This is an optimization exercise on Yosys and OpenROAD, whose aim is small area and few clock cycles, not a production implementation. RTL that was checked went through simulation tests only; none was proved equivalent to the original. No functional check of the RTL was part of runs 4 and 7. Power is estimated from default activity; no workload was simulated.

--- flow/design.v ---
module nic_output_port_lookup #(
    parameter int unsigned C_M_AXIS_DATA_WIDTH = 512,
    parameter int unsigned C_S_AXIS_DATA_WIDTH = 512,
    parameter int unsigned C_M_AXIS_TUSER_WIDTH = 128,
    parameter int unsigned C_S_AXIS_TUSER_WIDTH = 128,
    parameter int unsigned SRC_PORT_POS = 16,
    parameter int unsigned DST_PORT_POS = 24,
    parameter int unsigned        C_S_AXI_DATA_WIDTH = 32,
    parameter int unsigned        C_S_AXI_ADDR_WIDTH = 12,
    parameter bit          [31:0] C_BASEADDR         = 32'h00000000
) (
    input axis_aclk,
    input axis_resetn,
    output [        C_M_AXIS_DATA_WIDTH - 1:0] m_axis_tdata,
    output [((C_M_AXIS_DATA_WIDTH / 8)) - 1:0] m_axis_tkeep,
    output [         C_M_AXIS_TUSER_WIDTH-1:0] m_axis_tuser,
    output                                     m_axis_tvalid,
    input                                      m_axis_tready,
    output                                     m_axis_tlast,
    input  [        C_S_AXIS_DATA_WIDTH - 1:0] s_axis_tdata,
    input  [((C_S_AXIS_DATA_WIDTH / 8)) - 1:0] s_axis_tkeep,
    input  [         C_S_AXIS_TUSER_WIDTH-1:0] s_axis_tuser,
    input                                      s_axis_tvalid,
    output                                     s_axis_tready,
    input                                      s_axis_tlast,
    input  [  C_S_AXI_ADDR_WIDTH-1 : 0] S_AXI_AWADDR,
    input                               S_AXI_AWVALID,
    input  [  C_S_AXI_DATA_WIDTH-1 : 0] S_AXI_WDATA,
    input  [C_S_AXI_DATA_WIDTH/8-1 : 0] S_AXI_WSTRB,
    input                               S_AXI_WVALID,
    input                               S_AXI_BREADY,
    input  [  C_S_AXI_ADDR_WIDTH-1 : 0] S_AXI_ARADDR,
    input                               S_AXI_ARVALID,
    input                               S_AXI_RREADY,
    output                              S_AXI_ARREADY,
    output [  C_S_AXI_DATA_WIDTH-1 : 0] S_AXI_RDATA,
    output [                     1 : 0] S_AXI_RRESP,
    output                              S_AXI_RVALID,
    output                              S_AXI_WREADY,
    output [                     1 : 0] S_AXI_BRESP,
    output                              S_AXI_BVALID,
    output                              S_AXI_AWREADY
);
  localparam int unsigned DW = C_M_AXIS_DATA_WIDTH;
  localparam int unsigned KW = C_M_AXIS_DATA_WIDTH / 8;
  localparam int unsigned UW = C_M_AXIS_TUSER_WIDTH;
  localparam int unsigned W = DW + KW + UW + 1;
  wire rst = ~axis_resetn;
  reg  [W-1:0] out_q;   
  reg  [W-1:0] skid_q;   
  reg          out_v;
  reg          skid_v;
  reg          out_first;   
  wire [W-1:0] s_beat = {s_axis_tlast, s_axis_tuser, s_axis_tkeep, s_axis_tdata};
  wire         out_ld = ~out_v | m_axis_tready;
  always @(posedge axis_aclk) begin
    if (~skid_v) skid_q <= s_beat;
    if (out_ld) out_q <= skid_v ? skid_q : s_beat;
  end
  always @(posedge axis_aclk) begin
    if (rst) begin
      out_v     <= 1'b0;
      skid_v    <= 1'b0;
      out_first <= 1'b1;
    end else begin
      if (out_ld) begin
        out_v  <= skid_v | s_axis_tvalid;
        skid_v <= 1'b0;
      end else if (s_axis_tvalid) begin
        skid_v <= 1'b1;
      end
      if (out_v & m_axis_tready) out_first <= m_axis_tlast;
    end
  end
  assign s_axis_tready = ~skid_v;
  assign m_axis_tvalid = out_v;
  assign m_axis_tdata  = out_q[DW-1:0];
  assign m_axis_tkeep  = out_q[DW+:KW];
  assign m_axis_tlast  = out_q[W-1];
  wire [UW-1:0] out_user = out_q[DW+KW+:UW];
  wire [7:0] src_port = out_user[SRC_PORT_POS+:8];
  wire [7:0] dst_port = ~|src_port ? 8'h01
                      : (src_port[1] | src_port[3] | src_port[5] | src_port[7]) ? {1'b0, src_port[7:1]}
                      : {src_port[6:0], 1'b0};
  assign m_axis_tuser = out_first
      ? {out_user[UW-1:DST_PORT_POS+8], dst_port, out_user[DST_PORT_POS-1:0]} : out_user;
  wire s_fire = s_axis_tvalid & ~skid_v;
  wire m_fire = out_v & m_axis_tready;
  wire in_pkt_end = s_fire & s_axis_tlast;
  wire out_pkt_end = m_fire & m_axis_tlast;
  wire out_pkt_begin = m_fire & out_first;
  wire [7:0] ip_protocol = m_axis_tdata[184+:8];
  wire [31:0] ip_src = m_axis_tdata[208+:32];
  wire [31:0] ip_dst = m_axis_tdata[240+:32];
  wire [15:0] udp_sp = m_axis_tdata[272+:16];
  wire [15:0] udp_dp = m_axis_tdata[288+:16];
  reg [31:0] tgtip_q;
  reg [15:0] tgtport_q;
  wire is_icmp = out_pkt_begin & (ip_protocol == 8'h01);
  wire is_tgtip = out_pkt_begin & (ip_dst == tgtip_q);
  wire is_tgtudp = out_pkt_begin & (ip_protocol == 8'h11) & (ip_src == 32'hC0A80001)
                 & (ip_dst == 32'hC0A80101) & (udp_sp == 16'd12345) & (udp_dp == tgtport_q);
  reg        wr_rdy;   
  reg        bvalid;
  reg        ar_rdy;
  reg        rvalid;
  reg [31:0] rdata;
  wire       wr_go = S_AXI_AWVALID & S_AXI_WVALID & ~wr_rdy;
  wire       rd_go = S_AXI_ARVALID & ~ar_rdy & ~rvalid;
  wire [11:0] waddr = S_AXI_AWADDR ^ C_BASEADDR[11:0];
  wire [11:0] raddr = S_AXI_ARADDR ^ C_BASEADDR[11:0];
  always @(posedge axis_aclk) begin
    if (rst) begin
      wr_rdy <= 1'b0;
      bvalid <= 1'b0;
      ar_rdy <= 1'b0;
      rvalid <= 1'b0;
    end else begin
      wr_rdy <= wr_go;
      if (wr_rdy) bvalid <= 1'b1;
      else if (S_AXI_BREADY) bvalid <= 1'b0;
      ar_rdy <= rd_go;
      if (ar_rdy) rvalid <= 1'b1;
      else if (S_AXI_RREADY) rvalid <= 1'b0;
    end
  end
  assign S_AXI_AWREADY = wr_rdy;
  assign S_AXI_WREADY  = wr_rdy;
  assign S_AXI_BVALID  = bvalid;
  assign S_AXI_BRESP   = 2'b00;
  assign S_AXI_ARREADY = ar_rdy;
  assign S_AXI_RVALID  = rvalid;
  assign S_AXI_RRESP   = 2'b00;
  assign S_AXI_RDATA   = rdata;
  function automatic [31:0] merge(input [31:0] old, input [31:0] d, input [3:0] s);
    for (int i = 0; i < 4; i++) merge[i*8+:8] = s[i] ? d[i*8+:8] : old[i*8+:8];
  endfunction
  wire wr_reset = wr_go & (waddr == 32'h8);
  wire wr_flip = wr_go & (waddr == 32'hC);
  wire wr_debug = wr_go & (waddr == 32'h10);
  wire wr_tgtip = wr_go & (waddr == 32'h20);
  wire wr_tgtport = wr_go & (waddr == 32'h2C);
  wire clear_all = rst | (wr_reset & S_AXI_WSTRB[0] & (S_AXI_WDATA[0] | S_AXI_WDATA[4]));
  wire rd_pktin = rd_go & (raddr == 32'h14);
  wire rd_pktout = rd_go & (raddr == 32'h18);
  wire rd_icmp = rd_go & (raddr == 32'h1C);
  wire rd_tgtipout = rd_go & (raddr == 32'h24);
  reg  [31:0] flip_q;
  reg  [31:0] debug_q;
  reg  [31:0] pktin_q;
  reg  [31:0] pktout_q;
  reg  [31:0] icmp_q;
  reg  [31:0] tgtipout_q;
  reg  [31:0] tgtipoutlst_q;
  reg  [31:0] tgtudpcnt_q;
  wire [31:0] tgtip_new = merge(tgtip_q, S_AXI_WDATA, S_AXI_WSTRB);
  always @(posedge axis_aclk) begin
    if (rst) begin
      flip_q    <= 32'h0;
      debug_q   <= 32'h0;
      tgtip_q   <= 32'h0;
      tgtport_q <= 16'h0;
    end else begin
      if (wr_flip) flip_q <= merge(flip_q, S_AXI_WDATA, S_AXI_WSTRB);
      if (wr_debug) debug_q <= merge(debug_q, S_AXI_WDATA, S_AXI_WSTRB);
      if (wr_tgtip) tgtip_q <= tgtip_new;
      if (wr_tgtport) tgtport_q <= merge({16'h0, tgtport_q}, S_AXI_WDATA, S_AXI_WSTRB) & 32'hFFFF;
    end
  end
  function automatic [31:0] count(input [31:0] c, input inc);
    count = {c[31] | (&c[30:0] & inc), c[30:0] + {30'h0, inc}};
  endfunction
  always @(posedge axis_aclk) begin
    if (clear_all) begin
      pktin_q       <= 32'h0;
      pktout_q      <= 32'h0;
      icmp_q        <= 32'h0;
      tgtipout_q    <= 32'h0;
      tgtipoutlst_q <= 32'h0;
      tgtudpcnt_q   <= 32'h0;
    end else begin
      pktin_q     <= rd_pktin ? 32'h0 : count(pktin_q, in_pkt_end);
      pktout_q    <= rd_pktout ? 32'h0 : count(pktout_q, out_pkt_end);
      icmp_q      <= rd_icmp ? 32'h0 : count(icmp_q, is_icmp);
      tgtipout_q  <= rd_tgtipout ? 32'h0 : count(tgtipout_q, is_tgtip);
      tgtudpcnt_q <= tgtudpcnt_q + {31'h0, is_tgtudp};
      if (wr_tgtip & (tgtip_new != tgtip_q)) tgtipoutlst_q <= tgtipout_q;
    end
  end
  always @(posedge axis_aclk) begin
    if (rst) rdata <= 32'h0;
    else if (rd_go) begin
      case (raddr)
        32'h0:          rdata <= 32'h0000DA02;
        32'h4:     rdata <= 32'h1;
        32'hC:        rdata <= ~flip_q;
        32'h10:       rdata <= debug_q;
        32'h14:       rdata <= pktin_q;
        32'h18:      rdata <= pktout_q;
        32'h1C:     rdata <= icmp_q;
        32'h20:   rdata <= tgtip_q;
        32'h24:    rdata <= tgtipout_q;
        32'h28: rdata <= tgtipoutlst_q;
        32'h2C:  rdata <= {16'h0, tgtport_q};
        32'h2E:   rdata <= tgtudpcnt_q;
        default:               rdata <= 32'hFEE1DEAD;
      endcase
    end
  end
endmodule
--- flow/run.sh ---
#!/bin/bash
# synth_recipe.tcl (not shown) runs the flow's synth.tcl, then flattens the netlist and writes it again
# the make line also repeats each setting of config.mk as NAME=value (left out here)
make -C /OpenROAD-flow-scripts/flow DESIGN_CONFIG=/design/flow/config.mk WORK_HOME=/design/flow/orfs CLKGATE_MAP_FILE= SYNTH_SCRIPT=/design/flow/synth_recipe.tcl finish
--- flow/config.mk ---
export PLATFORM = sky130hd
export DESIGN_NAME = nic_output_port_lookup
export DESIGN_NICKNAME = nic_output_port_lookup
export VERILOG_FILES = /design/flow/design.v
export SDC_FILE = /design/flow/constraint.sdc
export NUM_CORES = 4
export LEC_CHECK = 0
export CAP_MARGIN = 20
export CORE_AREA = 10 10 690 690
export DIE_AREA = 0 0 700 700
export SLEW_MARGIN = 20
--- flow/constraint.sdc ---
create_clock -name core_clock -period 4.0 [get_ports {axis_aclk}]
set_input_delay 0.8000 -clock core_clock [delete_from_list [all_inputs] [get_ports {axis_aclk}]]
set_output_delay 0.8000 -clock core_clock [all_outputs]
set_load 0.01 [all_outputs]
==> flow_summary_export.csv, run 1 <==
group,metric,value,unit
status,status,"finished clean",
cts,post_cts_buffers,0,
synthesis,syn_avg_cell_area,13.2,µm²
synthesis,synth_top_family_by_area,"multiplexers",
synthesis,synth_ff_type,"dfxtp_1",
synthesis,synth_mux_area_share,13.7,%
synthesis,synth_fa_ha_area_share,0.186,%
critical_path,crit_required,4.73,ns
pwr,combPwrFrac,10.0,%
global_routing,grt_max_degree,112,
cts,clk_latency,0.92,ns
critical_path,crit_fanout,3,
global_routing,grt_pass1_vias,42993,
pwr,p_int,33.8,mW
finish,design_area,0.0934,mm²
synthesis,synth_compound_area_share,4.46,%
global_routing,grt_pass1_wl,468000,µm
sta,period_share,94.4,%
routing,drt-vias-per-instance,3.62,
finish,drive_gt1_share,20.4,%
critical_path,critical_path_class,"register to register",
placed_design,place_area,0.0858,mm²
global_routing,grt_antenna_before_repair,277,
routing,postRouteAntennaNets,0,
floorplanning,die_area,0.490,mm²
cts,clkTransAtPathRegs,0.06,ns
flow_run,maxCapViolations,0,
critical_path,end_kind,"register",
synthesis,synth.distinct_cells,73,
floorplanning,die_w,700,µm
sta,timing.hold.ws,0.256,ns
hold_path,holdCritPathClass,"primary input to register",
critical_path,critPathArrivalTime,4.50,ns
pwr,p_per_area,483,mW/mm²
sta,rsz0062_at_grt,"false",
routing,wl,372000,µm
synthesis,synth_seq_area_share,62.7,%
sta,worstMarginPinSlew,0.956,ns
synthesis,ys_warn_count,1,
pwr,vdd_drop_max,0.000382,V
synthesis,synth_seq_cells,1753,
synthesis,mappedNetlistArea,0.0672,mm²
cts,clock_sinks,1753,
routing,avgRoutedWirePerCell,29.7,µm
critical_path,crit_buf_inv,2,
finish,final_cell_mix,"clkdlybuf4s50_1 (1508), dfxtp_1 (1047), mux2_2 (713)",
critical_path,crit_slowest_cell,"dfxtp_1",
sta,slew_headroom,36.0,%
synthesis,synth_edf_count,705,
cts,h-tree-depth,4,
finish,nNetsFinal,6910,
pwr,clock_power_share,45.1,%
cts,root_buffer,"clkbuf_16",
finish,post-route-util,20.3,%
sta,fin_worst_skew,0.0914,ns
synthesis,synth_xor_xnor_area_share,2.68,%
cts,clk_path_buf_depth,4,
floorplanning,core-area,0.460,mm²
floorplanning,initial_core_util,14.6,%
sta,setup_violations,0,
routing,drc_errors,0,
critical_path,path_cells,"xnor2_1 -> nand4_1 -> nor4_1 -> buf_4 -> nand2_1 -> nor4_1 -> ha_1 -> ha_1 -> nand4_1 -> nor3b_1 -> buf_4 -> nor3b_1 -> xnor2_1 -> nor2_1",
floorplanning,pin_count,1522,
global_routing,grt_usage,14.4,%
routing,drt_pass1_iterations,6,
sta,max_freq,265,MHz
synthesis,synth_simple_gate_area_share,6.74,%
synthesis,async_flop_share,0,%
cts,numCtsBuffers,214,
routing,first_iter_violations,4578,
floorplanning,dieHeight,700,µm
synthesis,synth_top_area_share,31.5,%
sta,hold_viol_final,0,
critical_path,crit_family,"simple AND/OR/NAND/NOR gates",
critical_path,critPathLaunchType,"register",
floorplanning,num_rows,249,
finish,syn_to_final_growth,38.8,%
placed_design,port_buffers,1517,
routing,num_vias,45312,
pwr,p_seq_share,45.0,%
cts,cts_tree,"yes",
placed_design,place.gp.congestion,0.954,
pwr,p_total,45.1,mW
pwr,p_switching,11.4,mW
critical_path,crit_path_max_incr_delay,0.55,ns
synthesis,synth_top_area_cell,"edfxtp_1",
sta,slew_viol_final,0,
sta,min_period,3.78,ns
pwr,leakagePower,32.3,nW
synthesis,netlist_instances,5113,
placed_design,dpl.hpwl,309000,µm
global_routing,grt-ovfl-total,0,
synthesis,netlist_top_cells_area,"edfxtp_1 (31%), dfxtp_1 (31%), mux2_2 (12%), buf_4 (7.8%), mux2i_1 (1.6%)",
pwr,sw_frac_of_total,25.2,%
finish,layout_commonest_cell,"clkdlybuf4s50_1",
==> cell type report <==
| type | instances | area (µm²) |
|---|---|---|
| multi-input combinational | 2376 | 18700 |
| timing repair buffer | 1716 | 17100 |
| inverter | 65 | 244 |
| sequential | 1753 | 42200 |
| antenna | 58 | 145 |
| tap | 6149 | 7690 |
| clock buffer | 309 | 6320 |
| fill | 49786 | 367000 |
| clock inverter | 90 | 1030 |
==> logic make-up (layout without fill, tap and decap cells) <==
logic type / after synthesis / after routing
adders and majority gates: 10 / 10
buffers and inverters: 987 / 2180
AOI/OAI and AO/OA: 417 / 417
xor gates and xnor gates: 206 / 206
DFF: 1753 / 1753
and+or+nand+nor: 916 / 916
other: 1 / 62
muxes: 823 / 823
==> what timing repair did <==
action / CTS / global route
hold buffers: 0 / 0
endpoints found under the setup margin: 0 / 5
gates resized for setup: 0 / 5
==> worst paths after layout <==
path / slack (ns) / cells after the start / end / startpoint
max: 0.22 / 14 / tgtudpcnt_q[30]$_SDFF_PP0_ / tgtport_q[7]$_SDFFE_PN0P_
min: 0.26 / 2 / rdata[4]$_SDFFE_PN0P_ / axis_resetn
max reg2reg: 0.22 / 14 / tgtudpcnt_q[30]$_SDFF_PP0_ / tgtport_q[7]$_SDFFE_PN0P_
min reg2reg: 0.46 / 2 / debug_q[29]$_SDFFE_PN0P_ / debug_q[29]$_SDFFE_PN0P_
==> Yosys cell counts (all sizes together) (11+ instances only) <==
cell type,count
and4,13
a32oi,38
a22oi,52
clkbuf,166
o22ai,13
nor3,31
edfxtp,705
inv,65
mux2i,106
dfxtp,1048
a221oi,11
a31oi,19
a2111oi,33
nand4,59
a21boi,67
nand3,110
mux2,713
nor2,221
o21ai,67
o2bb2ai,15
a21oi,48
buf,756
nor4,31
and2,24
and3,65
nand2,249
xnor2,109
nor2b,73
xor2,97
==> per-layer routing <==
metal / up-vias / part of all wire [%] / routed length (µm) / GRT usage, %
li1: 19596 / - / - / -
met1: 22579 / 40 / 147000 / 17.6
met2: 2396 / 46 / 172000 / 23.9
met3: 635 / 11 / 42600 / 6.05
met4: 106 / 2.3 / 8620 / 2.60
met5: - / 0.19 / 692 / 0
==> sequential cells by signal, indices dropped and copies added (netlist names) <==
name,count
ar_rdy,1
bvalid,1
debug_q,32
flip_q,32
icmp_q,32
out_first,1
out_q,705
out_v,1
pktin_q,32
pktout_q,32
rdata,32
rvalid,1
skid_q,705
skid_v,1
tgtip_q,32
tgtipout_q,32
tgtipoutlst_q,32
tgtport_q,16
tgtudpcnt_q,32
wr_rdy,1
==> power groups by stage <==
stage / clock [mW] / sequential, mW / combinational, mW
2_1_floorplan: 0 / 20.4 / 1.98
3_3_place_gp: 0 / 20.7 / 4.61
3_5_place_dp: 0 / 20.7 / 4.60
4_1_cts: 20.9 / 20.3 / 4.63
5_1_grt: 21.6 / 20.4 / 4.74
6_report: 20.3 / 20.3 / 4.49
==> worst register-to-register path: cells and delay by family (launching register included) <==
| kind | cells | cell delay (ns) |
|---|---|---|
| xor+xnor | 2 | 0.32 |
| fa+ha+maj | 2 | 0.46 |
| buf+inv | 2 | 0.33 |
| flops | 1 | 0.55 |
| simple gates | 8 | 1.93 |
==> stage by stage <==
stage	cells	worst slack, ns	setup TNS [ns]
final	12516	0.223	0
after global routing	12467	0.0145	0
after CTS	12458	0.0124	0
after detailed placement	12059	-0.347	-2.59
after global placement	12059	-0.214	-1.47
after floorplan	5116	-2.34	-1550.89
Testbench counts, summed over its fixed seeds: cycles 25,265.
==> inputs of run 2 (changes only) <==
==> flow/flow/run.sh (new file) <==
#!/bin/bash
# Standard ORFS layout; the port buffers use the smallest buffer cell.
set -euo pipefail
bash standard.sh BUFFER_PORTS_ARGS="-buffer_cell sky130_fd_sc_hd__buf_1" finish > standard.log 2>&1
==> flow/standard.sh (new file) <==
#!/bin/bash
# synth_recipe.tcl (not shown) runs the flow's synth.tcl, then flattens the netlist and writes it again
# the make line also repeats each setting of config.mk as NAME=value (left out here)
make -C /OpenROAD-flow-scripts/flow DESIGN_CONFIG=/design/flow/config.mk WORK_HOME=/design/flow/orfs CLKGATE_MAP_FILE= SYNTH_SCRIPT=/design/flow/synth_recipe.tcl "${@:-finish}"
removed: flow/run.sh
==> run 2 against run 1 <==
Against the previous run:
- still clean
- via count grew 0.95%
- sequential share of layout area grew 4.9 points
- utilization shrank 2.0 points
- total power shrank 3.0%
- highest routed layer unchanged
==> flow_summary_export.csv, run 2 <==
group,metric,value,unit
status,status,"finished clean",
hold_path,hold_depth,2,
floorplanning,num_rows,249,
floorplanning,core-area,0.460,mm²
floorplanning,die_area,0.490,mm²
placed_design,dpl.hpwl,308000,µm
synthesis,synth_edf_count,705,
critical_path,critPathArrivalTime,4.45,ns
global_routing,grt-ovfl-total,0,
sta,slew_headroom,30.4,%
sta,slew_viol_final,0,
finish,final_cell_mix,"buf_1 (1504), dfxtp_1 (1047), mux2_2 (713)",
placed_design,port_buffers,1517,
sta,max_freq,267,MHz
critical_path,crit_path_frequent_cell,"buf_4",
pwr,vdd_drop_max,0.000396,V
sta,fin_worst_skew,0.0742,ns
synthesis,synth_top_area_share,31.5,%
sta,setup_violations,0,
routing,drt-vias-per-instance,3.64,
routing,drt_pass1_iterations,6,
synthesis,synth_xor_xnor_area_share,2.68,%
critical_path,critPathLaunchType,"register",
critical_path,end_kind,"register",
synthesis,synth_ff_type,"dfxtp_1",
synthesis,netlist_instances,5113,
synthesis,synth_mux_area_share,13.7,%
synthesis,synth.distinct_cells,73,
global_routing,grt_antenna_before_repair,272,
global_routing,grt_pass1_vias,43267,
floorplanning,dieHeight,700,µm
synthesis,synth_seq_cells,1753,
synthesis,syn_avg_cell_area,13.2,µm²
cts,numCtsBuffers,214,
synthesis,synth_most_common_cell,"dfxtp_1",
floorplanning,die_w,700,µm
global_routing,grt_usage,14.3,%
critical_path,worst-r2r-cell-count,15,
routing,wl,370000,µm
cts,post_cts_buffers,0,
cts,clkTransAtPathRegs,0.06,ns
finish,nNetsFinal,6954,
sta,hold_viol_final,0,
cts,clk_latency,0.91,ns
sta,rsz0062_at_grt,"false",
sta,period_share,93.6,%
global_routing,grt_max_degree,128,
hold_path,holdCritPathClass,"primary input to register",
finish,syn_to_final_growth,25.2,%
floorplanning,pin_count,1522,
finish,largestRegisters,"out_q x705, skid_q x705",
placed_design,place.gp.congestion,0.971,
routing,num_vias,45742,
finish,layout_commonest_cell,"buf_1",
sta,worstMarginPinSlew,1.04,ns
flow_run,maxCapViolations,0,
cts,cts_tree,"yes",
sta,min_period,3.74,ns
synthesis,synth_seq_area_share,62.7,%
critical_path,path_cells,"nor4b_1 -> nand4_1 -> buf_4 -> nor4_1 -> buf_4 -> nand2_1 -> nor4_1 -> ha_1 -> ha_1 -> nand4_1 -> nor3b_1 -> buf_4 -> nor3b_1 -> xnor2_1 -> nor2_1",
synthesis,synth_compound_area_share,4.46,%
routing,first_iter_violations,4776,
cts,clk_path_buf_depth,4,
floorplanning,initial_core_util,14.6,%
cts,h-tree-depth,4,
synthesis,mappedNetlistArea,0.0672,mm²
synthesis,ys_warn_count,1,
synthesis,netlist_top_cells_area,"edfxtp_1 (31%), dfxtp_1 (31%), mux2_2 (12%), buf_4 (7.8%), mux2i_1 (1.6%)",
placed_design,place_area,0.0762,mm²
critical_path,critical_path_class,"register to register",
finish,drive_gt1_share,19.9,%
pwr,p_per_area,520,mW/mm²
synthesis,synth_fa_ha_area_share,0.186,%
routing,drc_errors,0,
routing,avgRoutedWirePerCell,29.4,µm
finish,post-route-util,18.3,%
cts,clock_sinks,1753,
placed_design,dp.cells,12036,
synthesis,synth_commonest_cells,"dfxtp_1 (1048), mux2_2 (713), edfxtp_1 (705), buf_4 (702), nand2_1 (249)",
finish,design_area,0.0842,mm²
synthesis,synth_top_family_by_area,"multiplexers",
critical_path,crit_required,4.71,ns
synthesis,synth_simple_gate_area_share,6.74,%
critical_path,crit_path_max_incr_delay,0.39,ns
finish,fin_cells,12570,
sta,timing.hold.ws,0.120,ns
routing,postRouteAntennaNets,0,
cts,root_buffer,"clkbuf_16",
critical_path,crit_fanout,4,
global_routing,grt_pass1_wl,465000,µm
synthesis,synth_top_area_cell,"edfxtp_1",
pwr,leakagePower,28.2,nW
synthesis,async_flop_share,0,%
critical_path,crit_slowest_cell,"nor4b_1",
pwr,p_total,43.8,mW
[run 2: path summary, 6_finish.rpt]
check                           startpoint                    endpoint  slack, ns
setup / recovery      out_q[260]$_DFFE_PP_  tgtudpcnt_q[30]$_SDFF_PP0_       0.26
hold / removal            s_axis_tuser[64]         skid_q[640]$_DFF_P_       0.12
setup reg to reg      out_q[260]$_DFFE_PP_  tgtudpcnt_q[30]$_SDFF_PP0_       0.26
hold reg to reg   debug_q[26]$_SDFFE_PN0P_    debug_q[26]$_SDFFE_PN0P_       0.46
[run 2: critical path: cells and delay by family (launching register included)]
family	cells	cell delay, ns
buffers and inverters	3	0.62
DFF	1	0.38
xor gates and xnor gates	1	0.15
adders and majority gates	2	0.40
and+or+nand+nor	9	2.03
[run 2: power by group]
group / leakage, nW / switching (mW) / internal (mW) / total, mW
registers: 16.0 / 0.585 / 19.7 / 20.3
logic: 8.73 / 2.33 / 1.03 / 3.36
clock network: 3.49 / 8.60 / 11.5 / 20.1
[run 2: layout make-up]
| cell class | count | area, µm² |
|---|---|---|
| multi-input cells | 2376 | 18700 |
| repair buffers | 1760 | 8040 |
| diodes | 65 | 163 |
| fillers | 50811 | 376000 |
| clock inverters | 111 | 1200 |
| clock buffers | 291 | 5970 |
| well taps | 6149 | 7690 |
| inverters | 65 | 244 |
| flip-flops and latches | 1753 | 42200 |
[run 2: routing by layer]
| metal | track usage, % | routed length (µm) |
|---|---|---|
| met2 | 23.4 | 171000 |
| met3 | 5.83 | 40100 |
| met5 | 0 | 589 |
| met1 | 17.7 | 150000 |
| met4 | 2.81 | 9130 |
[run 2: logic make-up (layout without fill, tap and decap cells)]
| family | after synthesis | count (layout) |
|---|---|---|
| simple gates | 916 | 916 |
| xor+xnor | 206 | 206 |
| mux | 823 | 823 |
| other cells | 1 | 69 |
| compound gates | 417 | 417 |
| buf+inv | 987 | 2227 |
| fa+ha+maj | 10 | 10 |
| flops | 1753 | 1753 |
[run 2: timing repair]
item,4_1_cts,5_1_grt
hold buffers,67,0
endpoints found under the setup margin,0,5
endpoints found under the hold margin,67,0
resized for setup,0,1
[run 2: per-stage QoR]
step / TNS [ns] / setup WS [ns]
finish: 0 / 0.255
global route: 0 / 0.0130
CTS: 0 / 0.00876
detailed placement: 0 / 0.0516
global placement: 0 / 0.103
floorplan: -1550.89 / -2.34
==> inputs of run 3 (changes only) <==
==> flow/flow/run.sh (replaced) <==
#!/bin/bash
# Standard ORFS layout; the port buffers use the smallest buffer cell, smaller clock tree.
set -euo pipefail
bash standard.sh BUFFER_PORTS_ARGS="-buffer_cell sky130_fd_sc_hd__buf_1" \
  CTS_BUF_LIST="sky130_fd_sc_hd__clkbuf_8 sky130_fd_sc_hd__clkbuf_4" CTS_CLUSTER_SIZE=24 \
  DIE_AREA="0 0 450 450" CORE_AREA="10 10 440 440" finish > standard.log 2>&1
==> run 3 against run 2 <==
Against the previous run:
- highest routed layer unchanged
- final cell count fell by 25%
- global-route usage rose by 21 points
- sequential share of layout area rose by 1.4 points
- combinational power rose by 18%
- fmax fell by 2.2%
- flip-flop and latch count did not move
- still clean on timing, DRC and antenna
- die area fell by 59%
- cell area fell by 2.7%
- register-to-register slack barely moved
- non-clock buffer count rose by 283
- total power fell by 3.9%
==> flow_summary_export.csv, run 3 <==
group,metric,value,unit
global_routing,grt_usage,35.6,%
floorplanning,die_area,0.203,mm²
synthesis,syn_avg_cell_area,13.2,µm²
critical_path,critPathArrivalTime,3.03,ns
sta,setup_violations,0,
cts,cts_tree,"yes",
cts,root_buffer,"clkbuf_8",
synthesis,synth_commonest_cells,"dfxtp_1 (1048), mux2_2 (713), edfxtp_1 (705), buf_4 (702), nand2_1 (249)",
placed_design,dpl.hpwl,312000,µm
pwr,vdd_drop_max,0.000387,V
synthesis,netlist_instances,5113,
synthesis,netlist_top_cells_area,"edfxtp_1 (31%), dfxtp_1 (31%), mux2_2 (12%), buf_4 (7.8%), mux2i_1 (1.6%)",
finish,drive_gt1_share,20.9,%
finish,fillerInstances,17422,
pwr,p_switching,11.3,mW
synthesis,synth.distinct_cells,73,
floorplanning,initial_core_util,36.7,%
finish,fin_cells,9381,
pwr,leakagePower,29.4,nW
pwr,combPwrFrac,9.4,%
global_routing,grt-ovfl-total,0,
global_routing,grt_max_degree,126,
sta,worstMarginPinSlew,1.04,ns
synthesis,synth_most_common_cell,"dfxtp_1",
critical_path,critical_path_class,"register to primary output",
flow_run,maxCapViolations,0,
routing,num_vias,50147,
floorplanning,core-area,0.183,mm²
cts,clk_path_buf_depth,4,
floorplanning,pin_count,1522,
routing,met1_length,154000,µm
synthesis,ys_warn_count,1,
sta,hold_viol_final,0,
pwr,p_per_area,514,mW/mm²
sta,worst_slack,0.171,ns
pwr,p_int,30.8,mW
sta,slew_viol_final,0,
cts,clk_latency,1.04,ns
routing,avgRoutedWirePerCell,40.3,µm
floorplanning,num_rows,157,
cts,clkTransAtPathRegs,0.07,ns
finish,final_cell_mix,"buf_1 (1514), dfxtp_1 (1047), mux2_2 (713)",
cts,clock_sinks,1753,
placed_design,place.gp.congestion,1.12,
routing,highest_layer,"met5",
synthesis,synth_ff_type,"dfxtp_1",
synthesis,mappedNetlistArea,0.0672,mm²
sta,rsz0062_at_grt,"false",
sta,fin_worst_skew,0.0752,ns
critical_path,end_kind,"primary output",
routing,drc_errors,0,
finish,syn_to_final_growth,21.8,%
pwr,p_seq_share,48.2,%
finish,layout_commonest_cell,"buf_1",
cts,numCtsBuffers,323,
floorplanning,dieHeight,450,µm
sta,period_share,95.7,%
placed_design,dp.cells,8313,
critical_path,crit_required,3.20,ns
global_routing,grt_pass1_wl,477000,µm
synthesis,synth_top_area_share,31.5,%
synthesis,synth_seq_area_share,62.7,%
finish,nNetsFinal,7346,
pwr,clock_power_share,42.4,%
cts,h-tree-depth,5,
routing,drt_pass1_iterations,6,
routing,wl,378000,µm
routing,first_iter_violations,6829,
synthesis,synth_top_area_cell,"edfxtp_1",
sta,max_freq,261,MHz
routing,drt-vias-per-instance,5.35,
placed_design,port_buffers,1517,
finish,largestRegisters,"out_q x705, skid_q x705",
critical_path,crit_fanout,5,
sta,min_period,3.83,ns
routing,postRouteAntennaNets,0,
hold_path,holdCritPathClass,"primary input to register",
critical_path,critPathLaunchType,"register",
placed_design,dp_slack,-0.251,ns
routing,wl_met2,167000,µm
critical_path,r2r_setup_slack,0.26,ns
pwr,sw_frac_of_total,26.8,%
floorplanning,die_w,450,µm
synthesis,async_flop_share,0,%
sta,slew_headroom,30.9,%
routing,wl_met3,46200,µm
synthesis,synth_seq_cells,1753,
synthesis,synth_edf_count,705,
status,status,"finished clean",
global_routing,grt_antenna_before_repair,252,
global_routing,grt_pass1_vias,46492,
-- run 3: cell counts after synthesis --
Identical to the previous run, type by type.
-- run 3: metal layers --
metal | global-route usage, % | vias up
met4 | 7.93 | 74
li1 | - | 20519
met2 | 54.5 | 3393
met3 | 14.6 | 676
met5 | 0 | -
met1 | 47.0 | 25485
-- run 3: path summary, 6_finish.rpt --
kind                            cells after the start                         end                     start
worst min register to register                      2    debug_q[21]$_SDFFE_PN0P_  debug_q[21]$_SDFFE_PN0P_
worst min-delay path                                2         skid_q[253]$_DFF_P_         s_axis_tdata[253]
worst max register to register                     14  tgtudpcnt_q[31]$_SDFF_PP0_      out_q[260]$_DFFE_PP_
worst max-delay path                                5            m_axis_tuser[29]      out_q[597]$_DFFE_PP_
-- run 3: cell families after synthesis --
logic type,after synthesis,synth area share (%)
adder cells (fa/ha/maj),10,0.186
XOR/XNOR,206,2.68
other,1,0.00558
buffers and inverters,987,9.59
AND/OR/NAND/NOR,916,6.74
flip-flops,1753,62.7
AO/OA/AOI/OAI,417,4.46
multiplexers,823,13.7
-- run 3: power by group through the flow --
stage	Sequential (mW)	Clock, mW	Combinational [mW]
global placement	20.6	0	3.50
floorplan	20.4	0	1.98
finish	20.3	17.8	3.97
detailed placement	20.6	0	3.48
global route	20.3	18.9	4.04
CTS	20.2	18.1	3.93
-- run 3: layout make-up --
| type | count | area, µm² | area share [%] |
|---|---|---|---|
| Sequential cell | 1753 | 42200 | 51.5 |
| Multi-Input combinational cell | 2376 | 18700 | 22.8 |
| Timing Repair Buffer | 2043 | 10900 | 13.4 |
| Clock buffer | 497 | 6080 | 7.42 |
| Tap cell | 2464 | 3080 | 3.76 |
| Clock inverter | 72 | 424 | 0.518 |
| Antenna cell | 111 | 278 | 0.339 |
| Inverter | 65 | 244 | 0.298 |
-- run 3: timing repair --
action                                  in CTS  in global routing
pin swaps                                    1                  1
buffers inserted                             1                  0
endpoints found under the hold margin      569                  0
endpoints found under the setup margin       1                  5
gates resized for setup                      0                  3
hold buffers                               387                  0
-- run 3: stage by stage --
| step | cell area (µm²) | TNS, ns | power (mW) | hold WS (ns) | utilization (%) |
|---|---|---|---|---|---|
| 5_1_grt | 81700 | 0 | 43.2 | 0.0334 | 44.5 |
| 2_1_floorplan | 67300 | -1550.89 | 22.4 | 0.430 | - |
| 4_1_cts | 81600 | 0 | 42.2 | 0.000505 | 44.5 |
| 6_report | 81900 | 0 | 42.1 | 0.0954 | 44.6 |
| 3_5_place_dp | 71200 | -2.19 | 24.1 | 0.451 | 38.8 |
| 3_3_place_gp | 71200 | -1.02 | 24.1 | 0.445 | 38.8 |
-- run 3: worst max-delay path, stage by stage (launching register included) --
cell and delay, ns:
edfxtp_1 0.56, nor4_1 0.29, buf_4 0.19, mux2i_1 0.07, a21oi_1 0.58, buf_1 0.32
==> inputs of run 4 (changes only) <==
--- a/flow/design.v
+++ b/flow/design.v
@@ -154,21 +154,32 @@
   reg  [31:0] tgtipoutlst_q;
   reg  [31:0] tgtudpcnt_q;
   wire [31:0] tgtip_new = merge(tgtip_q, S_AXI_WDATA, S_AXI_WSTRB);
-  always @(posedge axis_aclk) begin
-    if (rst) begin
-      flip_q    <= 32'h0;
-      debug_q   <= 32'h0;
-      tgtip_q   <= 32'h0;
-      tgtport_q <= 16'h0;
-    end else begin
-      if (wr_flip) flip_q <= merge(flip_q, S_AXI_WDATA, S_AXI_WSTRB);
-      if (wr_debug) debug_q <= merge(debug_q, S_AXI_WDATA, S_AXI_WSTRB);
-      if (wr_tgtip) tgtip_q <= tgtip_new;
-      if (wr_tgtport) tgtport_q <= merge({16'h0, tgtport_q}, S_AXI_WDATA, S_AXI_WSTRB) & 32'hFFFF;
-    end
-  end
-  function automatic [31:0] count(input [31:0] c, input inc);
-    count = {c[31] | (&c[30:0] & inc), c[30:0] + {30'h0, inc}};
+  wire [31:0] wdata_rst = S_AXI_WDATA & {32{axis_resetn}};
+  always @(posedge axis_aclk) begin
+    for (int b = 0; b < 4; b++) begin
+      if (rst | (wr_flip & S_AXI_WSTRB[b])) flip_q[b*8+:8] <= wdata_rst[b*8+:8];
+      if (rst | (wr_debug & S_AXI_WSTRB[b])) debug_q[b*8+:8] <= wdata_rst[b*8+:8];
+      if (rst | (wr_tgtip & S_AXI_WSTRB[b])) tgtip_q[b*8+:8] <= wdata_rst[b*8+:8];
+    end
+    for (int b = 0; b < 2; b++)
+      if (rst | (wr_tgtport & S_AXI_WSTRB[b])) tgtport_q[b*8+:8] <= wdata_rst[b*8+:8];
+  end
+  function automatic [31:0] count(input [31:0] q, input inc);
+    logic c;
+    c = inc;
+    for (int i = 0; i < 31; i++) begin
+      count[i] = q[i] ^ c;
+      c = c & q[i];
+    end
+    count[31] = q[31] | c;
+  endfunction
+  function automatic [31:0] count32(input [31:0] q, input inc);
+    logic c;
+    c = inc;
+    for (int i = 0; i < 32; i++) begin
+      count32[i] = q[i] ^ c;
+      c = c & q[i];
+    end
   endfunction
   always @(posedge axis_aclk) begin
     if (clear_all) begin
@@ -183,7 +194,7 @@
       pktout_q    <= rd_pktout ? 32'h0 : count(pktout_q, out_pkt_end);
       icmp_q      <= rd_icmp ? 32'h0 : count(icmp_q, is_icmp);
       tgtipout_q  <= rd_tgtipout ? 32'h0 : count(tgtipout_q, is_tgtip);
-      tgtudpcnt_q <= tgtudpcnt_q + {31'h0, is_tgtudp};
+      tgtudpcnt_q <= count32(tgtudpcnt_q, is_tgtudp);
       if (wr_tgtip & (tgtip_new != tgtip_q)) tgtipoutlst_q <= tgtipout_q;
     end
   end
==> flow/flow/run.sh (replaced) <==
#!/bin/bash
set -euo pipefail
bash standard.sh BUFFER_PORTS_ARGS="-buffer_cell sky130_fd_sc_hd__buf_1" \
  CTS_ARGS="-sink_clustering_enable -repair_clock_nets -dont_use_dummy_load" finish > standard.log 2>&1
==> run 4 against run 3 <==
Against the previous run:
- now fails the layout checks on setup timing
- register-to-register slack lost 2.6 ns
- worst setup slack lost 2.5 ns
- sequential share of layout area grew 0.16 points
- clock-buffer cell count shrank 286
- final cell count grew 26%
- synthesized area shrank 3.3%
- non-clock buffer count shrank 135
- critical path depth grew 34
- first-iteration DRC count shrank 39%
- die area grew 140%
- utilization shrank 26 points
- critical path type is now register to register
- largest cell class unchanged
- highest routed layer unchanged
==> flow_summary_export.csv, run 4 <==
group,metric,value,unit
floorplanning,dieHeight,700,µm
global_routing,grt_max_degree,127,
synthesis,synth_commonest_cells,"dfxtp_1 (936), edfxtp_1 (817), mux2_2 (718), buf_4 (702), and2_1 (166)",
finish,layout_commonest_cell,"buf_1",
finish,drive_gt1_share,27.3,%
sta,min_period,6.32,ns
synthesis,synth_most_common_cell,"dfxtp_1",
floorplanning,core-area,0.460,mm²
routing,drt_pass1_iterations,6,
synthesis,synth_top_area_cell,"edfxtp_1",
critical_path,crit_path_max_incr_delay,0.39,ns
global_routing,met2_usage,24.8,%
synthesis,synth_seq_area_share,66.5,%
finish,largestRegisters,"out_q x705, skid_q x705",
critical_path,crit_fanout,2,
critical_path,critPathArrivalTime,7.13,ns
floorplanning,pin_count,1522,
critical_path,crit_slowest_cell,"edfxtp_1",
synthesis,ys_warn_count,1,
sta,fin_worst_skew,0.139,ns
placed_design,place.gp.congestion,0.939,
synthesis,synth.distinct_cells,68,
routing,postRouteAntennaNets,0,
cts,clk_latency,0.94,ns
synthesis,synth_top_area_share,37.7,%
cts,root_buffer,"clkbuf_16",
cts,clkTransAtPathRegs,0.06,ns
status,so.violations,"setup timing",
cts,numCtsBuffers,211,
critical_path,crit_required,4.81,ns
sta,slew_headroom,33.0,%
sta,setup_violations,76,
routing,wl,369000,µm
placed_design,dpl.hpwl,312000,µm
flow_run,maxCapViolations,0,
global_routing,met1_usage,16.4,%
cts,cts_tree,"yes",
floorplanning,num_rows,249,
critical_path,critical_path_class,"register to register",
synthesis,netlist_instances,4365,
synthesis,synth_seq_cells,1753,
sta,max_freq,158,MHz
placed_design,place_area,0.0775,mm²
global_routing,grt_pass1_vias,40099,
cts,clock_sinks,1753,
critical_path,critPathLaunchType,"register",
critical_path,worst-r2r-cell-count,39,
pwr,leakagePower,28.5,nW
sta,worstMarginPinSlew,1.01,ns
synthesis,synth_edf_count,817,
pwr,vdd_drop_max,0.000308,V
synthesis,synth_ff_type,"dfxtp_1",
finish,syn_to_final_growth,28.9,%
status,status,"finished with violations",
synthesis,async_flop_share,0,%
routing,first_iter_violations,4196,
placed_design,port_buffers,1517,
hold_path,holdCritPathClass,"primary input to register",
critical_path,r2r_setup_slack,-2.32,ns
finish,final_cell_mix,"buf_1 (1511), dfxtp_1 (933), edfxtp_1 (817)",
pwr,p_per_area,487,mW/mm²
sta,period_share,158,%
floorplanning,initial_core_util,14.1,%
sta,worst_slack,-2.32,ns
critical_path,rr_endpoint,"tgtipout_q[30]$_SDFF_PP0_",
routing,num_vias,41112,
global_routing,grt_pass1_wl,457000,µm
critical_path,end_kind,"register",
routing,drc_errors,0,
synthesis,mappedNetlistArea,0.0651,mm²
sta,slew_viol_final,0,
global_routing,grt_antenna_before_repair,272,
critical_path,crit_start,"out_q[261]$_DFFE_PP_",
sta,hold_viol_final,0,
critical_path,endpoint,"tgtipout_q[30]$_SDFF_PP0_",
sta,finalSetupTns,-82.62,ns
global_routing,grt_usage,14.3,%
floorplanning,die_w,700,µm
cts,clk_path_buf_depth,4,
global_routing,top_usage_layer,"met2",
global_routing,met3_usage,5.94,%
finish,design_area,0.0838,mm²
finish,nNetsFinal,6557,
critical_path,crit_path_frequent_cell,"ha_4",
global_routing,grt-ovfl-total,0,
routing,drt-vias-per-instance,3.47,
synthesis,syn_avg_cell_area,14.9,µm²
critical_path,r2r-start,"out_q[261]$_DFFE_PP_",
floorplanning,die_area,0.490,mm²
cts,h-tree-depth,4,
sta,rsz0062_at_grt,"true",
synthesis,netlist_top_cells_area,"edfxtp_1 (38%), dfxtp_1 (29%), mux2_2 (12%), buf_4 (8.1%), ha_1 (3.0%)",
routing,avgRoutedWirePerCell,31.2,µm
-- run 4: layout make-up --
class	instances	area, µm²
repair buffers	1908	9210
inverters	9	38.8
clock buffers	211	5280
well taps	6149	7690
fillers	50419	377000
diodes	61	153
multi-input cells	1745	18200
flip-flops and latches	1753	43300
-- run 4: critical path: cells and delay by family, from the launching register on --
kind / cells / cell delay (ns)
XOR/XNOR: 1 / 0.11
flip-flops: 1 / 0.39
buffers and inverters: 2 / 0.28
adder cells (fa/ha/maj): 31 / 4.90
AND/OR/NAND/NOR: 5 / 0.50
-- run 4: worst min-delay path by stage --
| stage | from | to | cells past startpoint |
|---|---|---|---|
| 5_1_grt | s_axis_tdata[362] | skid_q[362]$_DFF_P_ | 2 |
| 4_1_cts | s_axis_tdata[358] | skid_q[358]$_DFF_P_ | 2 |
| 2_1_floorplan | icmp_q[31]$_SDFF_PP0_ | icmp_q[31]$_SDFF_PP0_ | 1 |
| 6_report | s_axis_tdata[358] | skid_q[358]$_DFF_P_ | 2 |
| 3_3_place_gp | skid_q[478]$_DFF_P_ | skid_q[478]$_DFF_P_ | 1 |
| 3_5_place_dp | icmp_q[31]$_SDFF_PP0_ | icmp_q[31]$_SDFF_PP0_ | 1 |
-- run 4: through the flow --
stage	setup slack (ns)	util, %	power [mW]	cells	hold slack [ns]
CTS	-2.41	18.1	41.6	11772	0.0000215
finish	-2.32	18.2	40.8	11836	0.128
global placement	-3.11	16.8	24.7	11509	0.451
floorplan	-2.34	-	22.8	4368	0.435
global route	-2.45	18.2	42.4	11787	0.0478
detailed placement	-3.06	16.8	24.7	11509	0.452
-- run 4: kinds of logic after synthesis --
kind of cell | after synthesis | synth area share [%]
fa+ha+maj | 155 | 2.98
other cells | 1 | 0.00576
mux | 781 | 13.5
simple gates | 453 | 3.97
xor+xnor | 81 | 1.09
buf+inv | 870 | 9.11
flops | 1753 | 66.5
compound gates | 271 | 2.81
-- run 4: report_power, final --
group	leakage [nW]	switching [mW]	internal [mW]	total (mW)
registers	16.2	0.563	20.0	20.6
clock network	2.60	7.38	9.16	16.5
logic	9.66	2.51	1.18	3.69
-- run 4: timing repair --
action	CTS	global route
endpoints found under the setup margin	257	84
hold buffers	47	0
buffers inserted	8	7
pin swaps	45	14
endpoints found under the hold margin	47	0
resized for setup	50	45
-- run 4: per-layer routing --
| metal | part of all wire [%] | up-vias |
|---|---|---|
| li1 | - | 17458 |
| met1 | 38 | 20587 |
| met2 | 48 | 2284 |
| met3 | 11 | 723 |
| met4 | 3.0 | 60 |
| met5 | 0.11 | - |
==> inputs of run 5 (changes only) <==
--- a/flow/design.v
+++ b/flow/design.v
@@ -164,22 +164,25 @@
     for (int b = 0; b < 2; b++)
       if (rst | (wr_tgtport & S_AXI_WSTRB[b])) tgtport_q[b*8+:8] <= wdata_rst[b*8+:8];
   end
+  function automatic [31:0] ones_below(input [31:0] q);
+    logic g, r;
+    g = 1'b1;
+    for (int k = 0; k < 8; k++) begin
+      r = g;
+      for (int j = 0; j < 4; j++) begin
+        ones_below[4*k+j] = r;
+        r = r & q[4*k+j];
+      end
+      g = g & (&q[4*k+:4]);
+    end
+  endfunction
   function automatic [31:0] count(input [31:0] q, input inc);
-    logic c;
-    c = inc;
-    for (int i = 0; i < 31; i++) begin
-      count[i] = q[i] ^ c;
-      c = c & q[i];
-    end
-    count[31] = q[31] | c;
+    logic [31:0] t;
+    t = ones_below(q) & {32{inc}};
+    count = {q[31] | t[31], q[30:0] ^ t[30:0]};
   endfunction
   function automatic [31:0] count32(input [31:0] q, input inc);
-    logic c;
-    c = inc;
-    for (int i = 0; i < 32; i++) begin
-      count32[i] = q[i] ^ c;
-      c = c & q[i];
-    end
+    count32 = q ^ (ones_below(q) & {32{inc}});
   endfunction
   always @(posedge axis_aclk) begin
     if (clear_all) begin
==> flow/flow/run.sh (replaced) <==
#!/bin/bash
set -euo pipefail
bash standard.sh BUFFER_PORTS_ARGS="-buffer_cell sky130_fd_sc_hd__buf_1" \
  CTS_ARGS="-sink_clustering_enable -repair_clock_nets -dont_use_dummy_load" \
  DIE_AREA="0 0 450 450" CORE_AREA="10 10 440 440" finish > standard.log 2>&1
==> run 5 against run 4 <==
Against the previous run:
- the run now finishes clean
- register-to-register slack improved by 3.2 ns
- combinational power decreased by 13%
- fmax increased by 69%
- clock power fell by 8%
- critical endpoint is now m_axis_tuser[29]
- highest routed layer unchanged
==> flow_summary_export.csv, run 5 <==
group,metric,value,unit
status,status,"finished clean",
critical_path,crit_buf_inv,1,
synthesis,synth_edf_count,817,
floorplanning,num_rows,157,
cts,hold_buffers,0,
synthesis,netlist_instances,4670,
cts,clk_path_buf_depth,3,
critical_path,crit_slowest_cell,"nor4_1",
finish,drive_gt1_share,18.4,%
routing,drc_errors,0,
pwr,p_int,29.2,mW
floorplanning,dieHeight,450,µm
cts,h-tree-depth,4,
synthesis,synth_seq_area_share,66.0,%
floorplanning,die_w,450,µm
sta,finalSetupTns,0,ns
global_routing,grt_pass1_vias,40317,
finish,final_cell_mix,"buf_1 (1516), dfxtp_1 (935), edfxtp_1 (817)",
global_routing,grt_max_degree,141,
synthesis,synth_top_area_cell,"edfxtp_1",
cts,cts_tree,"yes",
pwr,p_per_area,525,mW/mm²
cts,root_buffer,"clkbuf_16",
pwr,p_total,39.0,mW
placed_design,dpl.hpwl,273000,µm
critical_path,r2r_setup_slack,0.90,ns
cts,clock_sinks,1753,
synthesis,syn_avg_cell_area,14.0,µm²
finish,syn_to_final_growth,13.3,%
critical_path,critPathLaunchType,"register",
finish,post-route-util,40.5,%
global_routing,grt_usage,31.0,%
synthesis,ys_warn_count,1,
placed_design,dp_slack,0.534,ns
finish,fillerInstances,17696,
sta,worst_slack,0.255,ns
sta,worstMarginPinSlew,1.15,ns
synthesis,synth_most_common_cell,"dfxtp_1",
critical_path,critPathArrivalTime,2.95,ns
floorplanning,initial_core_util,35.7,%
routing,drt_pass1_iterations,9,
synthesis,synth_commonest_cells,"dfxtp_1 (936), edfxtp_1 (817), mux2_2 (709), buf_4 (706), clkbuf_1 (148)",
finish,nNetsFinal,6369,
sta,hold_viol_final,0,
sta,rsz0062_at_grt,"false",
cts,post_cts_resized,0,
synthesis,synth_seq_cells,1753,
routing,wl,330000,µm
routing,postRouteAntennaNets,0,
critical_path,crit_path_max_incr_delay,0.89,ns
pwr,vdd_drop_max,0.000380,V
synthesis,synth_top_area_share,37.4,%
synthesis,async_flop_share,0,%
global_routing,grt_antenna_before_repair,212,
pwr,clock_power_share,38.6,%
critical_path,crit_fanout,5,
routing,num_vias,43804,
finish,largestRegisters,"out_q x705, skid_q x705",
synthesis,mappedNetlistArea,0.0655,mm²
global_routing,grt_pass1_wl,417000,µm
critical_path,end_kind,"primary output",
floorplanning,die_area,0.203,mm²
sta,fin_worst_skew,0.0688,ns
pwr,sw_frac_of_total,25.0,%
pwr,combPwrFrac,8.2,%
pwr,p_seq_share,53.1,%
placed_design,port_buffers,1517,
cts,clk_latency,0.82,ns
pwr,leakagePower,25.3,nW
flow_run,maxCapViolations,0,
sta,slew_headroom,22.1,%
hold_path,holdCritPathClass,"primary input to register",
critical_path,crit_family,"simple AND/OR/NAND/NOR gates",
sta,setup_violations,0,
sta,min_period,3.75,ns
sta,slew_viol_final,0,
sta,period_share,93.6,%
cts,clkTransAtPathRegs,0.06,ns
critical_path,crit_required,3.20,ns
sta,max_freq,267,MHz
finish,layout_commonest_cell,"buf_1",
synthesis,netlist_top_cells_area,"edfxtp_1 (37%), dfxtp_1 (29%), mux2_2 (12%), buf_4 (8.1%), xnor2_1 (1.6%)",
routing,avgRoutedWirePerCell,40.6,µm
synthesis,synth.distinct_cells,74,
placed_design,place.gp.congestion,1.07,
floorplanning,pin_count,1522,
cts,post_cts_buffers,0,
floorplanning,core-area,0.183,mm²
routing,drt-vias-per-instance,5.39,
routing,first_iter_violations,5983,
synthesis,synth_ff_type,"dfxtp_1",
critical_path,critical_path_class,"register to primary output",
cts,numCtsBuffers,190,
pwr,p_switching,9.74,mW
global_routing,grt-ovfl-total,0,
critical_path,path_cells,"nor4_1 -> mux2i_1 -> a21oi_1 -> buf_1",
-- run 5: cell count changes after synthesis, sizes merged, moves of 34 or more --
cell and delta:
o21ai +43, or3 +34, nand4 +35, nand3 +68
nor2 +71, xnor2 +52, mux2i -46, and2 -118
ha -150, nand2 +53, a21oi +94
-- run 5: worst paths after layout --
check | end | from | cells past startpoint
max | m_axis_tuser[29] | out_q[595]$_DFFE_PP_ | 4
max reg2reg | tgtudpcnt_q[28]$_SDFF_PP0_ | out_q[253]$_DFFE_PP_ | 7
min reg2reg | skid_q[193]$_DFF_P_ | skid_q[193]$_DFF_P_ | 1
min | skid_q[119]$_DFF_P_ | s_axis_tdata[119] | 2
-- run 5: cell families after synthesis --
| family | count (synthesis) | synth area share, % |
|---|---|---|
| muxes | 720 | 12.4 |
| buffers and inverters | 926 | 9.40 |
| AOI/OAI and AO/OA | 439 | 4.33 |
| other | 1 | 0.00572 |
| and+or+nand+nor | 668 | 5.68 |
| DFF | 1753 | 66.0 |
| adders and majority gates | 5 | 0.0955 |
| xor gates and xnor gates | 158 | 2.11 |
-- run 5: layout make-up --
class                      instances  area (µm²)  share of cell area [%]
antenna                           69         173                   0.233
clock buffer                     190        4750                    6.41
inverter                          41         154                   0.207
tap                             2464        3080                    4.15
multi-input combinational       1994       16200                    21.8
timing repair buffer            1610        6630                    8.93
sequential                      1753       43300                    58.3
-- run 5: routing by layer --
metal	vias to the layer above	GRT usage (%)	part of all wire [%]
li1	17979	-	-
met4	86	8.48	2.9
met5	-	0	0.16
met2	2766	44.4	42
met1	22428	43.3	43
met3	545	12.2	12
-- run 5: power by group through the flow --
stage / Combinational, mW / Clock [mW] / Sequential, mW
4_1_cts: 3.22 / 15.3 / 20.7
3_5_place_dp: 3.20 / 0 / 21.0
5_1_grt: 3.33 / 16.0 / 20.8
6_report: 3.21 / 15.1 / 20.7
3_3_place_gp: 3.20 / 0 / 21.0
2_1_floorplan: 1.97 / 0 / 20.7
-- run 5: per-stage QoR --
stage | cell area (µm²) | hold slack, ns | std cells
2_1_floorplan | 65600 | 0.425 | 4673
3_3_place_gp | 69300 | 0.451 | 7862
3_5_place_dp | 69300 | 0.455 | 7862
4_1_cts | 74100 | 0.152 | 8052
5_1_grt | 74100 | 0.176 | 8069
6_report | 74200 | 0.214 | 8121
Testbench counts of run 5, summed over its fixed seeds: cycles 25,265.
==> inputs of run 6 (changes only) <==
==> flow/flow/run.sh (replaced) <==
#!/bin/bash
set -euo pipefail
bash standard.sh BUFFER_PORTS_ARGS="-buffer_cell sky130_fd_sc_hd__buf_1" \
  CTS_ARGS="-sink_clustering_enable -repair_clock_nets -dont_use_dummy_load -sink_clustering_size 20 -sink_clustering_max_diameter 60" \
  DIE_AREA="0 0 450 450" CORE_AREA="10 10 440 440" finish > standard.log 2>&1
==> run 6 against run 5 <==
Against the previous run:
- still clean
- routed wire length shrank 0.28%
- combinational power is essentially flat
- clock-buffer cell count shrank 39
- via count shrank 0.65%
- worst hold slack lost 0.0018 ns
- cell area shrank 1.3%
- critical path depth is the same
- worst setup slack gained 0.027 ns
- final cell count shrank 0.47%
- flip-flop and latch count is the same
- total power shrank 5.1%
- critical endpoint unchanged
==> flow_summary_export.csv, run 6 <==
group,metric,value,unit
placed_design,dp_slack,0.534,ns
finish,syn_to_final_growth,11.8,%
synthesis,synth_most_common_cell,"dfxtp_1",
hold_path,holdCritPathClass,"primary input to register",
placed_design,place_area,0.0693,mm²
synthesis,async_flop_share,0,%
floorplanning,num_rows,157,
synthesis,synth_seq_area_share,66.0,%
cts,post_cts_resized,0,
synthesis,syn_avg_cell_area,14.0,µm²
placed_design,dp.cells,7862,
routing,num_vias,43518,
global_routing,grt_pass1_vias,39851,
global_routing,grt_antenna_before_repair,206,
pwr,p_per_area,505,mW/mm²
routing,drc_errors,0,
cts,clkTransAtPathRegs,0.09,ns
routing,wl,329000,µm
placed_design,place.gp.congestion,1.07,
synthesis,synth.distinct_cells,74,
critical_path,end_kind,"primary output",
sta,worst_slack,0.282,ns
cts,clk_latency,0.81,ns
sta,slew_viol_final,0,
global_routing,grt_pass1_wl,415000,µm
finish,fin_cells,8083,
floorplanning,die_w,450,µm
placed_design,port_buffers,1517,
synthesis,synth_seq_cells,1753,
routing,drt-vias-per-instance,5.38,
synthesis,synth_commonest_cells,"dfxtp_1 (936), edfxtp_1 (817), mux2_2 (709), buf_4 (706), clkbuf_1 (148)",
floorplanning,die_area,0.203,mm²
finish,fillerInstances,17785,
sta,period_share,93.0,%
synthesis,mappedNetlistArea,0.0655,mm²
critical_path,crit_fanout,5,
global_routing,grt-ovfl-total,0,
synthesis,ys_warn_count,1,
cts,clock_sinks,1753,
sta,finalSetupTns,0,ns
sta,rsz0062_at_grt,"false",
sta,hold_viol_final,0,
cts,cts_tree,"yes",
critical_path,crit_required,3.20,ns
global_routing,grt_usage,30.9,%
sta,setup_violations,0,
finish,drive_gt1_share,17.8,%
cts,post_cts_buffers,0,
synthesis,netlist_instances,4670,
finish,nNetsFinal,6330,
cts,root_buffer,"clkbuf_16",
finish,largestRegisters,"out_q x705, skid_q x705",
cts,clk_path_buf_depth,3,
finish,layout_commonest_cell,"buf_1",
routing,postRouteAntennaNets,0,
critical_path,critPathArrivalTime,2.92,ns
status,status,"finished clean",
synthesis,synth_ff_type,"dfxtp_1",
flow_run,maxCapViolations,0,
sta,max_freq,269,MHz
cts,hold_buffers,0,
critical_path,critPathLaunchType,"register",
global_routing,grt_max_degree,141,
routing,drt_pass1_iterations,7,
synthesis,netlist_top_cells_area,"edfxtp_1 (37%), dfxtp_1 (29%), mux2_2 (12%), buf_4 (8.1%), xnor2_1 (1.6%)",
synthesis,synth_edf_count,817,
floorplanning,pin_count,1522,
finish,final_cell_mix,"buf_1 (1516), dfxtp_1 (935), edfxtp_1 (817)",
floorplanning,core-area,0.183,mm²
routing,first_iter_violations,6081,
synthesis,synth_top_area_cell,"edfxtp_1",
pwr,p_total,37.0,mW
synthesis,synth_top_area_share,37.4,%
floorplanning,dieHeight,450,µm
floorplanning,initial_core_util,35.7,%
cts,h-tree-depth,4,
pwr,vdd_drop_max,0.000369,V
finish,design_area,0.0733,mm²
cts,numCtsBuffers,151,
sta,min_period,3.72,ns
placed_design,dpl.hpwl,273000,µm
critical_path,critical_path_class,"register to primary output",
sta,fin_worst_skew,0.0694,ns
sta,slew_headroom,26.2,%
sta,worstMarginPinSlew,1.11,ns
pwr,leakagePower,24.8,nW
routing,avgRoutedWirePerCell,40.7,µm
-- run 6: cell counts after synthesis --
Identical to the previous run, type by type.
-- run 6: cell families (layout without fill, tap and decap cells) --
logic type	count (synthesis)	count (layout)	synth area share, %
flip-flops	1753	1753	66.0
AND/OR/NAND/NOR	668	668	5.68
other	1	74	0.00572
AO/OA/AOI/OAI	439	439	4.33
adder cells (fa/ha/maj)	5	5	0.0955
XOR/XNOR	158	158	2.11
multiplexers	720	720	12.4
buffers and inverters	926	1802	9.40
-- run 6: final timing paths --
kind | from | to | slack (ns) | cells past startpoint
min | s_axis_tdata[60] | skid_q[60]$_DFF_P_ | 0.21 | 2
min reg2reg | skid_q[201]$_DFF_P_ | skid_q[201]$_DFF_P_ | 0.47 | 1
max reg2reg | out_q[253]$_DFFE_PP_ | tgtudpcnt_q[28]$_SDFF_PP0_ | 0.89 | 7
max | out_q[595]$_DFFE_PP_ | m_axis_tuser[29] | 0.28 | 4
-- run 6: critical path: stages (launching register included) --
cell      delay, ns
edfxtp_1       0.52
nor4_1         0.88
mux2i_1        0.16
a21oi_1        0.28
buf_1          0.27
-- run 6: through the flow --
stage               utilization, %  hold WS (ns)
global route                  39.8         0.172
finish                        39.9         0.213
CTS                           39.8         0.142
floorplan                        -         0.425
detailed placement            37.8         0.455
global placement              37.8         0.451
-- run 6: power by group --
group / internal (mW) / leakage [nW] / switching (mW)
combinational: 0.946 / 6.72 / 2.26
clock: 6.63 / 1.86 / 6.45
sequential: 20.0 / 16.2 / 0.685
total: 27.6 / 24.8 / 9.39
-- run 6: metal layers --
layer  global-route usage [%]  up-vias  share of wire (%)
met3                     12.4      534                 12
met4                     7.36       90                2.7
met1                     43.0    22306                 43
met2                     44.7     2696                 42
met5                        0        -               0.17
li1                         -    17892                  -
-- run 6: area by class of cell --
type                            instances  area [µm²]  area share, %
Multi-Input combinational cell       1994       16200           22.1
Sequential cell                      1753       43300           59.1
Inverter                               41         154          0.210
Tap cell                             2464        3080           4.21
Clock buffer                          151        3780           5.16
Antenna cell                           70         175          0.239
Timing Repair Buffer                 1610        6630           9.05
==> inputs of run 7 (changes only) <==
--- a/flow/design.v
+++ b/flow/design.v
@@ -202,8 +202,7 @@
     end
   end
   always @(posedge axis_aclk) begin
-    if (rst) rdata <= 32'h0;
-    else if (rd_go) begin
+    if (rd_go) begin
       case (raddr)
         32'h0:          rdata <= 32'h0000DA02;
         32'h4:     rdata <= 32'h1;
==> flow/flow/run.sh (replaced) <==
#!/bin/bash
set -euo pipefail
bash standard.sh BUFFER_PORTS_ARGS="-buffer_cell sky130_fd_sc_hd__buf_1" \
  CTS_ARGS="-sink_clustering_enable -repair_clock_nets -dont_use_dummy_load -sink_clustering_size 20 -sink_clustering_max_diameter 60" \
  DIE_AREA="0 0 400 400" CORE_AREA="10 10 390 390" SLEW_MARGIN=10 CAP_MARGIN=10 finish > standard.log 2>&1
==> run 7 against run 6 <==
Against the previous run:
- synthesized area down 0.44%
- synthesized cell count down 2.1%
- the run now fails in I/O pin placement (3_2_place_iop)
==> flow_summary_export.csv, run 7 <==
group,metric,value,unit
floorplanning,initial_core_util,45.5,%
floorplanning,num_rows,139,
synthesis,synth_ff_type,"dfxtp_1",
synthesis,netlist_top_cells_area,"edfxtp_1 (39%), dfxtp_1 (28%), mux2_2 (12%), buf_4 (8.1%), xnor2_1 (1.1%)",
status,status,"aborted with a tool error",
synthesis,synth_most_common_cell,"dfxtp_1",
status,first-error,"[ERROR PPL-0024] Number of IO pins (1522) exceeds maximum number of available positions (1446). Increase the die perimeter from 1600.00um to 2069.92um.",
synthesis,synth_top_area_cell,"edfxtp_1",
floorplanning,dieHeight,400,µm
floorplanning,die_w,400,µm
synthesis,synth.distinct_cells,64,
synthesis,synth_seq_cells,1753,
synthesis,netlist_instances,4571,
synthesis,synth_edf_count,849,
synthesis,ys_warn_count,1,
synthesis,async_flop_share,0,%
synthesis,synth_top_area_share,39.1,%
synthesis,synth_commonest_cells,"dfxtp_1 (904), edfxtp_1 (849), mux2_2 (709), buf_4 (701), clkbuf_1 (145)",
synthesis,mappedNetlistArea,0.0652,mm²
synthesis,syn_avg_cell_area,14.3,µm²
synthesis,synth_seq_area_share,66.8,%
status,haltStage,"I/O pin placement (3_2_place_iop)",
==> run 7: cell types whose count changed after synthesis, sizes merged, moves of 16 or more <==
| cell | previous run | this run |
|---|---|---|
| o31ai | 25 | 5 |
| edfxtp | 817 | 849 |
| xnor2 | 120 | 80 |
| a31oi | 20 | 1 |
| xor2 | 38 | 72 |
| a21oi | 138 | 97 |
| nand3 | 90 | 107 |
| or3 | 38 | 59 |
| dfxtp | 936 | 904 |
| nor2 | 149 | 110 |
| nand2 | 94 | 110 |
| a22oi | 44 | 62 |
==> run 7: logic make-up after synthesis <==
family	Yosys count	share of synthesized area [%]
AO/OA/AOI/OAI	359	3.57
XOR/XNOR	152	2.04
adder cells (fa/ha/maj)	5	0.0959
buffers and inverters	902	9.27
flip-flops	1753	66.8
multiplexers	729	12.5
other	1	0.00575
AND/OR/NAND/NOR	670	5.66

## static timing again, ports no longer ideal
The flow's constraints put no driver on any port. The routed layouts listed below were extracted and timed again, unchanged, in two steps.
Step 1 assumes that a clkbuf_16 drives the clock port and a buf_2 every other input.
Step 2 times the ports against the registers' clock, not the clock port: input delays grow and output delays shrink by t, the midpoint of the rising clock arrivals with the driver on.
Three values: ideal ports, drivers, drivers and shift; two values: the first two.
run | t (ns) | slack for setup (ns) | worst setup path at the end | latest minus earliest clock arrival (ns) | worst slew at a driven data input, ns
run 1 | 0.980 | 0.223 / 0.151 / -0.460 | input to register | 0.106 / 0.106 | 0.47
run 2 | 0.982 | 0.255 / 0.156 / -0.018 | input to register | 0.107 / 0.107 | 0.55
run 3 | 1.093 | 0.171 / 0.077 / -0.056 | input to register | 0.086 / 0.086 | 0.31
run 4 | 0.952 | -2.317 / -2.317 / -2.904 | input to register | 0.160 / 0.159 | 0.38
run 5 | 0.879 | 0.255 / 0.163 / 0.441 | input to register | 0.072 / 0.071 | 0.34
run 6 | 0.867 | 0.282 / 0.191 / 0.427 | input to register | 0.089 / 0.088 | 0.32
Met with ideal ports but missed after step 2: setup timing in run 1, run 2 and run 3. The setup slack of run 1, which loses most, moves by -0.072 ns with the drivers and by -0.683 ns with both steps.
